What follows belongs to an exercise in optimizing a design on an open flow for small area, a short achievable clock period and few clock cycles; a production flow would make more cautious choices. Where RTL was checked, it was by simulation tests only, not by an equivalence proof against the original. No activity file was given, so power comes from the tool's default toggle rates.

Setup of garnet:
==> flow/design.v <==
module accumulator (
    input wire clk,            
    input wire rst,            
    input wire ld_ac,          
    input wire [7:0] data_in,  
    output reg [7:0] acc_out   
);
    always @(posedge clk or posedge rst) begin
        if (rst)
            acc_out <= 8'h00;
        else if (ld_ac)
            acc_out <= data_in;
    end
endmodule
module address_mux (
    input wire dbg,
    input wire [4:0] pc,
    input wire [4:0] dbg_addr,
    output wire [4:0] faddr
);
    assign faddr = dbg ? dbg_addr : pc;
endmodule
module alu (
    input wire [7:0] in_a,        
    input wire [7:0] in_b,        
    input wire [2:0] opcode,
    output reg [7:0] alu_out
);
    always @(*) begin
        case (opcode)
            3'd2: alu_out = in_a + in_b;    
            3'd3: alu_out = in_a & in_b;    
            3'd4: alu_out = in_a ^ in_b;    
            default: alu_out = in_b;        
        endcase
    end
endmodule
module controller (
    input wire clk,
    input wire rst,
    input wire [2:0] opcode,       
    input wire [4:0] operand,
    input wire [7:0] acc_next,
    input wire [7:0] acc,
    input wire [4:0] pc,
    input wire [4:0] sto_addr,     
    output reg [2:0] eop,          
    output reg halt,               
    output wire load0,             
    output wire pc_en,
    output wire ld_ac,             
    output wire wr,                
    output wire is_jmp,            
    output wire dbg_sel,           
    output wire fwd_r,             
    output wire fwd_e,             
    output wire fwd_o,             
    output wire r_sto              
);
    localparam [2:0]
        HLT = 3'd0, SKZ = 3'd1, ADD = 3'd2, AND = 3'd3,
        XOR = 3'd4, LDA = 3'd5, STO = 3'd6, NOP = 3'd7;
    reg run, ld, accz;
    reg e_ld, e_sto, e_skz;
    wire valid = run | ld;
    assign load0 = rst | ~valid;
    assign pc_en = ~load0;
    assign ld_ac = e_ld;
    assign wr    = e_sto;
    wire   annul = e_skz & accz;                  
    wire   r_ok  = valid & ~annul & ~halt;        
    assign is_jmp  = r_ok & (opcode == NOP);
    assign r_sto   = r_ok & (opcode == STO);
    assign dbg_sel = halt;
    assign fwd_r = r_sto & (pc == operand);
    assign fwd_e = wr & (pc == sto_addr);
    assign fwd_o = wr & (operand == sto_addr);
    always @(posedge clk or posedge rst) begin
        if (rst) begin
            run   <= 1'b0;
            accz  <= 1'b1;
            halt  <= 1'b0;
            e_ld  <= 1'b0;
            e_sto <= 1'b0;
            e_skz <= 1'b0;
        end else begin
            run   <= 1'b1;
            accz  <= (acc_next == 8'h00);
            if (!halt) begin
                halt  <= r_ok & (opcode == HLT);
                e_ld  <= r_ok & (opcode == ADD || opcode == AND ||
                                 opcode == XOR || opcode == LDA);
                e_sto <= r_ok & (opcode == STO);
                e_skz <= r_ok & (opcode == SKZ);
            end
        end
    end
    always @(posedge clk) begin
        ld  <= load0;
        eop <= opcode;
    end
endmodule
module instruction_reg (
    input wire clk,
    input wire load0,
    input wire prog_fwd,         
    input wire [7:0] prog_data,
    input wire [7:0] mem0,
    input wire fwd_r,
    input wire [7:0] acc_next,
    input wire fwd_e,
    input wire [7:0] acc,
    input wire [7:0] fdata,
    input wire jmp,              
    input wire r_sto,
    input wire fwd_o,
    input wire [7:0] odata,
    output reg [7:0] ir,
    output reg [7:0] opr
);
    wire [7:0] oval = fwd_o ? acc : odata;
    always @(posedge clk) begin
        if (load0)
            ir <= prog_fwd ? prog_data : mem0;
        else if (jmp)
            ir <= oval;
        else if (fwd_r)
            ir <= acc_next;
        else if (fwd_e)
            ir <= acc;
        else
            ir <= fdata;
    end
    always @(posedge clk) begin
        if (r_sto)
            opr <= {3'b000, ir[4:0]};
        else
            opr <= oval;
    end
endmodule
module memory (
    input wire clk,
    input wire wr,
    input wire [4:0] waddr,
    input wire [7:0] wdata,
    input wire prog_we,
    input wire [4:0] prog_addr,
    input wire [7:0] prog_data,
    input wire [4:0] faddr,
    output wire [7:0] fdata,
    input wire [4:0] oaddr,
    output wire [7:0] odata,
    output wire [7:0] mem0
);
    reg [7:0] mem [0:31];
    always @(posedge clk) begin
        if (prog_we)
            mem[prog_addr] <= prog_data;
        else if (wr)
            mem[waddr] <= wdata;
    end
    assign fdata = mem[faddr];
    assign odata = mem[oaddr];
    assign mem0  = mem[0];
endmodule
module program_counter (
    input wire clk,
    input wire rst,
    input wire en,
    input wire jmp,
    input wire [4:0] operand,   
    output reg [4:0] pc         
);
    always @(posedge clk or posedge rst) begin
        if (rst)
            pc <= 5'd1;
        else if (en)
            pc <= (jmp ? operand : pc) + 5'd1;
    end
endmodule
module cpu_top (
    input wire clk,           
    input wire rst,           
    input wire prog_we,       
    input wire [4:0] prog_addr,  
    input wire [7:0] prog_data,  
    input wire [4:0] dbg_addr,   
    output wire halt,         
    output wire [7:0] accum,  
    output wire [7:0] dbg_data   
);
    wire [7:0] ir;            
    wire [4:0] pc;            
    wire [7:0] acc, acc_next, opr;
    wire [2:0] eop;           
    wire [2:0] opcode  = ir[7:5];
    wire [4:0] operand = ir[4:0];
    wire load0, pc_en, ld_ac, wr, is_jmp, dbg_sel;
    wire fwd_r, fwd_e, fwd_o, r_sto;
    wire [4:0] faddr;
    wire [7:0] fdata, odata, mem0, alu_out;
    controller ctrl (
        .clk(clk), .rst(rst), .opcode(opcode), .operand(operand),
        .acc_next(acc_next), .acc(acc), .pc(pc), .sto_addr(opr[4:0]),
        .eop(eop), .halt(halt), .load0(load0), .pc_en(pc_en), .ld_ac(ld_ac),
        .wr(wr), .is_jmp(is_jmp), .dbg_sel(dbg_sel),
        .fwd_r(fwd_r), .fwd_e(fwd_e), .fwd_o(fwd_o), .r_sto(r_sto)
    );
    address_mux amux (
        .dbg(dbg_sel), .pc(pc), .dbg_addr(dbg_addr), .faddr(faddr)
    );
    program_counter pcr (
        .clk(clk), .rst(rst), .en(pc_en), .jmp(is_jmp), .operand(operand),
        .pc(pc)
    );
    memory mem (
        .clk(clk), .wr(wr), .waddr(opr[4:0]), .wdata(acc),
        .prog_we(prog_we), .prog_addr(prog_addr), .prog_data(prog_data),
        .faddr(faddr), .fdata(fdata), .oaddr(operand), .odata(odata),
        .mem0(mem0)
    );
    instruction_reg irr (
        .clk(clk), .load0(load0), .prog_fwd(prog_we && prog_addr == 5'd0),
        .prog_data(prog_data), .mem0(mem0),
        .fwd_r(fwd_r), .acc_next(acc_next), .fwd_e(fwd_e), .acc(acc),
        .fdata(fdata), .jmp(is_jmp), .r_sto(r_sto), .fwd_o(fwd_o), .odata(odata),
        .ir(ir), .opr(opr)
    );
    alu alu_inst (
        .in_a(acc), .in_b(opr), .opcode(eop), .alu_out(alu_out)
    );
    assign acc_next = ld_ac ? alu_out : acc;
    accumulator accr (
        .clk(clk), .rst(rst), .ld_ac(ld_ac), .data_in(alu_out), .acc_out(acc)
    );
    assign accum = acc;
    assign dbg_data = ir;
endmodule
clock: 5.0 ns
lec_check: 0
abc_clock_period_in_ps: 2000
cap_margin: 20
core_margin: 2
core_utilization: 40
setup_slack_margin: 2.0
slew_margin: 20
run.sh (not shown) runs the stock make flow with config.mk's settings and CLKGATE_MAP_FILE= SYNTH_SCRIPT=/design/flow/synth_recipe.tcl, a recipe that flattens the netlist after the stock synthesis.
Testbench counts of garnet, summed over its fixed seeds: cycles 33,875.
> inputs changed (garnet -> quartz)
==> flow/design.v, changed modules only <==
module controller (
    input wire clk,
    input wire rst,
    input wire [2:0] opcode,       
    input wire [4:0] operand,
    input wire [7:0] acc_next,
    input wire [7:0] acc,
    input wire [4:0] pc,
    input wire [4:0] sto_addr,     
    output reg [2:0] eop,          
    output wire halt,
    output wire load0,             
    output wire pc_en,
    output wire ld_ac,             
    output wire wr,                
    output wire is_jmp,            
    output wire dbg_sel,           
    output wire fwd_r,             
    output wire fwd_e,             
    output wire fwd_o,             
    output wire r_sto              
);
    localparam [2:0]
        HLT = 3'd0, SKZ = 3'd1, ADD = 3'd2, AND = 3'd3,
        XOR = 3'd4, LDA = 3'd5, STO = 3'd6, NOP = 3'd7;
    reg run, ld, accz;
    wire valid = run | ld;
    assign halt  = (eop == HLT);
    assign load0 = rst | ~valid;
    assign pc_en = ~load0;
    assign ld_ac = (eop == ADD) | (eop == AND) | (eop == XOR) | (eop == LDA);
    assign wr    = (eop == STO);
    wire   annul = (eop == SKZ) & accz;           
    wire   r_ok  = valid & ~annul & ~halt;        
    assign is_jmp  = r_ok & (opcode == NOP);
    assign r_sto   = r_ok & (opcode == STO);
    assign dbg_sel = halt;
    assign fwd_r = r_sto & (pc == operand);
    assign fwd_e = wr & (pc == sto_addr);
    assign fwd_o = wr & (operand == sto_addr);
    always @(posedge clk or posedge rst) begin
        if (rst) begin
            run  <= 1'b0;
            eop  <= NOP;
            accz <= 1'b1;
        end else begin
            run  <= 1'b1;
            accz <= (acc_next == 8'h00);
            if (!halt) begin
                if (!r_ok || opcode == NOP)
                    eop <= NOP;
                else
                    eop <= opcode;
            end
        end
    end
    always @(posedge clk)
        ld <= load0;
endmodule
==> comparison <==
quartz vs. garnet: count of clock-buffer cells in the layout fell by about 7.5%, sequential cell area in the final layout fell by 69 um^2, non-clock buffer count rose by 42%. Compared with garnet, quartz shows power lower by 15%. quartz vs. garnet: final clock period utilization by the worst path grew by 0.90 points, buffers inserted during post-CTS setup optimization climbed 3, final layout net count shows an increase of 183.
For quartz, only the layout was checked, not whether the RTL still works.

what the ideal ports hide:
How much do the figures lean on ideal ports? The routed layouts below were timed once more, with nothing changed but the port constraints. Step 1 assumes that a clkbuf_16 drives the clock port and a buf_2 every other input. Step 2 times the ports against the registers' clock, not the clock port: input delays grow and output delays shrink by t, the midpoint of the rising clock arrivals with the driver on. Slacks: no drivers / after step 1 / after step 2; pairs: no drivers / after step 1.
| run | shift t [ns] | setup slack, ns | worst hold slack (ns) | slew at the worst register clock pin (ns) | cell pins on the clock port's net |
|---|---|---|---|---|---|
| garnet | 0.619 | 2.022 / 1.971 / 1.427 | 0.458 / 0.458 / 0.458 | 0.06 / 0.06 | 1 |
| quartz | 0.645 | 1.977 / 1.987 / 1.355 | 0.523 / 0.523 / 0.523 | 0.07 / 0.07 | 1 |
After both steps setup and hold are still met in every run listed. The setup slack of quartz, which loses most, moves by +0.010 ns with the drivers and by -0.622 ns with both steps.
